What follows belongs to an exercise in optimizing a design on an open flow for small area, a short achievable clock period and few clock cycles; a production flow would make more cautious choices. The RTL was checked by simulation tests, not by an equivalence proof against the original design.

// div
module div (
    input wire clk,
    input wire rst_n,
    input wire [32-1:0] dividend_i,
    input wire [32-1:0] divisor_i,
    input wire                       start_i,
    input wire                       ctrl_ready_i,
    input wire [                3:0] op_i,
    output wire [32-1:0] result_o,
    output reg                        busy_o,
    output reg                        valid_o
);
    localparam [1:0] S_IDLE = 2'd0, S_PREP = 2'd1, S_ITER = 2'd2, S_FIN = 2'd3;
    reg  [1:0] state;
    reg [31:0] r;       
    reg [31:0] x;       
    reg [31:0] q;       
    reg  [4:0] cnt;
    reg  [4:0] pa, pb;  
    reg        sa, sb;  
    reg        is_rem;   
    reg        cin;      
    function automatic [4:0] msb32(input [31:0] v);
        reg [7:0] nz;
        reg [1:0] p [0:7];
        reg [2:0] g;
        integer i;
        begin
            for (i = 0; i < 8; i = i + 1) begin
                nz[i]   = |v[4*i+:4];
                p[i][1] = v[4*i+3] | v[4*i+2];
                p[i][0] = v[4*i+3] | (~v[4*i+2] & v[4*i+1]);
            end
            g[2] = |nz[7:4];
            g[1] = g[2] ? (nz[7] | nz[6]) : (nz[3] | nz[2]);
            g[0] = g[2] ? (nz[7] | (~nz[6] & nz[5])) : (nz[3] | (~nz[2] & nz[1]));
            msb32 = {g, p[g]};
        end
    endfunction
    wire        sgn_i = op_i[0] | op_i[2];
    wire        sa_i  = sgn_i & dividend_i[31];
    wire        sb_i  = sgn_i & divisor_i[31];
    wire [31:0] a_m   = dividend_i ^ {32{sa_i}};    
    wire [31:0] b_m   = divisor_i ^ {32{sb_i}};     
    wire [32:0] sum;
    wire        cout = sum[32];
    add32 u_add (.a(r), .b(x), .ci(cin), .s(sum));
    wire        prep = (state == S_PREP);
    wire [31:0] inc_in = prep ? r : (is_rem ? (r ^ {32{sa}}) : ~q);
    wire        inc_c  = (prep | is_rem) ? sa : 1'b1;
    wire [31:0] inc_out;
    inc32 u_inc (.a(inc_in), .ci(inc_c), .s(inc_out));
    wire [5:0] kk = {1'b0, pa} + {5'd0, sa} - {1'b0, pb};
    wire [4:0] k  = kk[4:0];
    reg  [31:0] x_init;
    always @(*) begin
        x_init = x;
        if (k[0]) x_init = {x_init[30:0], {1{~sb}}};
        if (k[1]) x_init = {x_init[29:0], {2{~sb}}};
        if (k[2]) x_init = {x_init[27:0], {4{~sb}}};
        if (k[3]) x_init = {x_init[23:0], {8{~sb}}};
        if (k[4]) x_init = {x_init[15:0], {16{~sb}}};
    end
    wire bz = ~sb & (pb == 5'd0) & x[0];
    wire lt = ~cout;
  ...
clock: 8.0 ns
lec_check: 0
abc_area: 1
cap_margin: 20
core_margin: 2
core_utilization: 50
cts_buf_list: sky130_fd_sc_hd__clkbuf_8
gpl_routability_driven: 0
place_density: 0.55
setup_slack_margin: 4.75
slew_margin: 20
standard.sh (not shown) runs the stock make flow with config.mk's settings and CLKGATE_MAP_FILE= SYNTH_SCRIPT=/design/flow/synth_recipe.tcl, a recipe that flattens the netlist after the stock synthesis.
==> flow/flow/run.sh <==
#!/bin/bash
# The standard layout (the standard.sh, standard synthesis included),
# with the port buffers that ORFS inserts before global placement made
# from sky130_fd_sc_hd__buf_1 instead of the library's pick.
set -euo pipefail
export BUFFER_PORTS_ARGS="-buffer_cell sky130_fd_sc_hd__buf_1"
bash standard.sh > standard.log 2>&1
The starting point passed the timing, design-rule and antenna checks.
Testbench counts at the start, summed over its fixed seeds: cycles 63,187.
Next try:
- GPL_ROUTABILITY_DRIVEN: 0 -> unset
- PLACE_DENSITY: 0.55 -> 0.65
Worst hold slack is about the same.
Design area rose by 0.43%.
Core utilization came out higher by 0.25 points.
Global-route usage came out lower by 0.93 points.
Next try:
- PLACE_DENSITY: 0.65 -> 0.55
Result: The new run finished with timing, DRC and antenna clean. Sequential cell count does not change. Fmax shrinks by 1.0%. Design area is lower by 0.43%. Count of clock-buffer cells in the layout is lower by 1.
Next try:
- PLACE_DENSITY: 0.55 -> 0.65
- SETUP_SLACK_MARGIN: 4.75 -> 4.8
The changed run passed the timing, design-rule and antenna checks.
Cell count is higher slightly.
Worst hold slack is worse by 12 ps.
Die area does not change.
Next try:
- SETUP_SLACK_MARGIN: 4.8 -> 4.85
The new run finished with timing, DRC and antenna clean.
Routed wire length climbs by 3.2%.
Critical path depth decreases by 1.
Register-to-register slack got worse by 40 ps.
Worst setup slack is worse by 43 ps.
Worst hold slack gains 7.5 ps.
First-iteration DRC count falls by 18%.

---

Another version of the RTL of div (not shown whole).
For scale: roughly 1500 cells after synthesis, roughly 110 flip-flops, ~110 I/O pins, roughly 13000 µm² of cells after synthesis.
Settings: LEC_CHECK=0, CAP_MARGIN=20, CORE_MARGIN=2, CORE_UTILIZATION=40, PLACE_DENSITY=0.65, SETUP_SLACK_MARGIN=2, SLEW_MARGIN=20; clock period 8.0 ns.
run.sh (not shown) runs the stock make flow with config.mk's settings and CLKGATE_MAP_FILE= SYNTH_SCRIPT=/design/flow/synth_recipe.tcl, a recipe that flattens the netlist after the stock synthesis.
Stock flow here: none of the scripts above is used.
Testbench counts at the start, summed over its fixed seeds: cycles 63,044.
Edit:
Settings changed: SETUP_SLACK_MARGIN 2 to 4.
Die area stays the same.
Wire length grows by 21%.
Area after synthesis stays the same.
Non-clock buffer count goes up by 122.
Core utilization came out higher by 7.6 points.
Sequential share of layout area fell by 3.2 points.
Edit:
Settings changed: SETUP_SLACK_MARGIN 4 to default.
Effect: Worst hold slack gets worse by 0.014 ns; worst setup slack gets worse by 0.66 ns; count of clock-buffer cells in the layout does not change; area after synthesis does not change; cell area drops by 14%; global-route usage drops by 3.7 points.

---

Another version of the RTL of div (not shown whole).
Size in the first run: ~2000 cells after synthesis, roughly 110 I/O pins, about 13000 sq um of cells after synthesis.
==> flow/design.v (excerpt) <==
module div (
    input wire clk,
    input wire rst_n,
    input wire [32-1:0] dividend_i,
    input wire [32-1:0] divisor_i,
    input wire                       start_i,
    input wire                       ctrl_ready_i,
    input wire [                3:0] op_i,
    output wire [32-1:0] result_o,
    output reg                        busy_o,
    output reg                        valid_o
);
clock: 8.0 ns
lec_check: 0
abc_area: 1
cap_margin: 20
core_margin: 2
core_utilization: 50
place_density: 0.65
setup_slack_margin: 4.5
slew_margin: 20
standard.sh (not shown) runs the stock make flow with config.mk's settings and CLKGATE_MAP_FILE= SYNTH_SCRIPT=/design/flow/synth_recipe.tcl, a recipe that flattens the netlist after the stock synthesis.
Scripts as last shown in full above: flow/flow/run.sh
Testbench counts at the start, summed over its fixed seeds: cycles 63,187.
==> next run, changes <==
==> flow/run.sh (new file) <==
#!/bin/bash
# synth_recipe.tcl (not shown) runs the flow's synth.tcl, then flattens the netlist and writes it again
# the make line also repeats each setting of config.mk as NAME=value (left out here)
make -C /OpenROAD-flow-scripts/flow DESIGN_CONFIG=/design/flow/config.mk WORK_HOME=/design/flow/orfs CLKGATE_MAP_FILE= SYNTH_SCRIPT=/design/flow/synth_recipe.tcl finish
Settings changed: SETUP_SLACK_MARGIN 4.5 to 5.
removed: flow/flow/run.sh
removed: flow/standard.sh
Cell area climbs by 24%. Sequential share of layout area drops by 4.7 points. Setup slack gets better by 120 ps.
==> next run, changes <==
Settings changed: SETUP_SLACK_MARGIN 5 to 4.5.
Outcome:
- first-iteration DRC count is lower by 2.4%
- core utilization is lower by 11 points
- maximum frequency is lower by 4.0%
- final cell count is lower by 6.1%
- hold slack improves by 26 ps
- via count is lower by 9.9%
- final area is lower by 16%
- area after synthesis stays the same
- synthesized cell count does not change

---

Another version of the RTL of div (not shown whole).
Size: ~110 I/O pins, roughly 12000 um^2 of cells after synthesis.
Design div, start of the top module:
module div (
    input wire clk,
    input wire rst_n,
    input wire [32-1:0] dividend_i,
    input wire [32-1:0] divisor_i,
    input wire                       start_i,
    input wire                       ctrl_ready_i,
    input wire [                3:0] op_i,
    output wire [32-1:0] result_o,
    output reg                        busy_o,
    output reg                        valid_o
);
    localparam [1:0] S_IDLE = 2'd0, S_PREP = 2'd1, S_ITER = 2'd2, S_FIN = 2'd3;
    reg  [1:0] state;
    reg [31:0] r;       
    reg [31:0] x;       
    reg [31:0] q;       
    reg  [4:0] cnt;
    reg  [4:0] pa, pb;  
    reg        sa, sb;  
    reg        is_rem;   
    reg        cin;      
    function automatic [4:0] msb32(input [31:0] v);
        reg [7:0] nz;
        reg [1:0] p [0:7];
        reg [2:0] g;
        integer i;
        begin
            for (i = 0; i < 8; i = i + 1) begin
                nz[i]   = |v[4*i+:4];
                p[i][1] = v[4*i+3] | v[4*i+2];
                p[i][0] = v[4*i+3] | (~v[4*i+2] & v[4*i+1]);
            end
            g[2] = |nz[7:4];
            g[1] = g[2] ? (nz[7] | nz[6]) : (nz[3] | nz[2]);
            g[0] = g[2] ? (nz[7] | (~nz[6] & nz[5])) : (nz[3] | (~nz[2] & nz[1]));
            msb32 = {g, p[g]};
        end
    endfunction
    wire        sgn_i = op_i[0] | op_i[2];
    wire        sa_i  = sgn_i & dividend_i[31];
    wire        sb_i  = sgn_i & divisor_i[31];
    wire [31:0] a_m   = dividend_i ^ {32{sa_i}};    
    wire [31:0] b_m   = divisor_i ^ {32{sb_i}};     
    wire [32:0] sum;
  ...
==> flow/config.mk <==
export PLATFORM = sky130hd
export DESIGN_NAME = div
export DESIGN_NICKNAME = div
export VERILOG_FILES = /design/flow/design.v
export SDC_FILE = /design/flow/constraint.sdc
export NUM_CORES = 4
export LEC_CHECK = 0
export ABC_AREA = 1
export CAP_MARGIN = 20
export CORE_MARGIN = 2
export CORE_UTILIZATION = 50
export CTS_BUF_LIST = sky130_fd_sc_hd__clkbuf_8
export PLACE_DENSITY = 0.55
export SETUP_SLACK_MARGIN = 4.75
export SLEW_MARGIN = 20
==> flow/constraint.sdc <==
create_clock -name core_clock -period 8.0 [get_ports {clk}]
set_input_delay 1.6000 -clock core_clock [delete_from_list [all_inputs] [get_ports {clk}]]
set_output_delay 1.6000 -clock core_clock [all_outputs]
set_load 0.01 [all_outputs]
==> flow/flow/run.sh <==
#!/bin/bash
set -euo pipefail
export BUFFER_PORTS_ARGS="-buffer_cell sky130_fd_sc_hd__buf_1"
export RECOVER_POWER=50
bash standard.sh > standard.log 2>&1
The starting point reached the layout checks and failed them: capacitance limit, slew limit.
Testbench counts at the start, summed over its fixed seeds: cycles 63,187.
==> next run, changes <==
--- a/flow/flow/run.sh
+++ b/flow/flow/run.sh
@@ -1,0 +2,3 @@
+# The standard layout (the standard.sh, standard synthesis included),
+# with the port buffers that ORFS inserts before global placement made
+# from sky130_fd_sc_hd__buf_1 instead of the library's pick.
@@ -4 +6,0 @@
-export RECOVER_POWER=50
PLACE_DENSITY = 0.65   (was 0.55)
What happened: The new run finished with timing, DRC and antenna clean; fmax rises by about 70%; cell area rose by about 0.54%; wire length falls by about 2%; setup slack gets better by 2200 ps; core utilization grows by 0.31 points; area after synthesis does not change.

## port drivers added, routing unchanged
In the flow no input, the clock included, has a driving cell. The finished layouts below were timed again as built, in two steps.
Step 1, drivers: a clkbuf_16 drives clk and a buf_2 each remaining input, both assumed.
Step 2 also shifts input and output timing later by t, the mid clock arrival at the registers, as if the neighbouring blocks saw the same clock.
Slacks: no drivers / after step 1 / after step 2; pairs: no drivers / after step 1.
| run | shift t [ns] | setup WS [ns] | worst hold slack (ns) | clock arrival spread, ns | worst slew at a driven data input, ns |
|---|---|---|---|---|---|
| the first run of note 1 | 0.502 | 4.805 / 4.805 / 4.437 | 0.448 / 0.448 / 0.448 | 0.015 / 0.015 | 0.04 |
| the second run of note 1 | 0.506 | 4.838 / 4.851 / 4.360 | 0.446 / 0.446 / 0.446 | 0.020 / 0.020 | 0.04 |
| the third run of note 1 | 0.502 | 4.805 / 4.805 / 4.437 | 0.448 / 0.448 / 0.448 | 0.015 / 0.015 | 0.04 |
| the fourth run of note 1 | 0.502 | 4.897 / 4.897 / 4.453 | 0.436 / 0.436 / 0.436 | 0.014 / 0.014 | 0.04 |
| the fifth run of note 1 | 0.518 | 4.854 / 4.854 / 4.410 | 0.443 / 0.443 / 0.443 | 0.013 / 0.013 | 0.04 |
| the first run of note 2 | 0.419 | 2.400 / 2.400 / 2.400 | 0.502 / 0.502 / 0.502 | 0.022 / 0.022 | 0.04 |
| the second run of note 2 | 0.426 | 2.730 / 2.730 / 2.730 | 0.508 / 0.508 / 0.508 | 0.016 / 0.016 | 0.07 |
| the third run of note 2 | 0.432 | 2.067 / 2.067 / 2.067 | 0.494 / 0.494 / 0.494 | 0.018 / 0.017 | 0.04 |
| the first run of note 3 | 0.476 | 4.624 / 4.629 / 4.178 | 0.442 / 0.442 / 0.442 | 0.016 / 0.015 | 0.04 |
| the second run of note 3 | 0.471 | 4.743 / 4.743 / 4.311 | 0.439 / 0.439 / 0.439 | 0.012 / 0.012 | 0.08 |
| the third run of note 3 | 0.482 | 4.608 / 4.632 / 4.150 | 0.465 / 0.465 / 0.465 | 0.013 / 0.012 | 0.04 |
| the first run of note 4 | 0.502 | 2.598 / 2.598 / 2.598 | 0.473 / 0.473 / 0.473 | 0.023 / 0.023 | 0.03 |
| the second run of note 4 | 0.510 | 4.823 / 4.823 / 4.427 | 0.477 / 0.477 / 0.477 | 0.023 / 0.023 | 0.04 |
For the second run of note 1, which loses most, drivers alone change the setup slack by +0.013 ns; drivers and shift together by -0.478 ns.
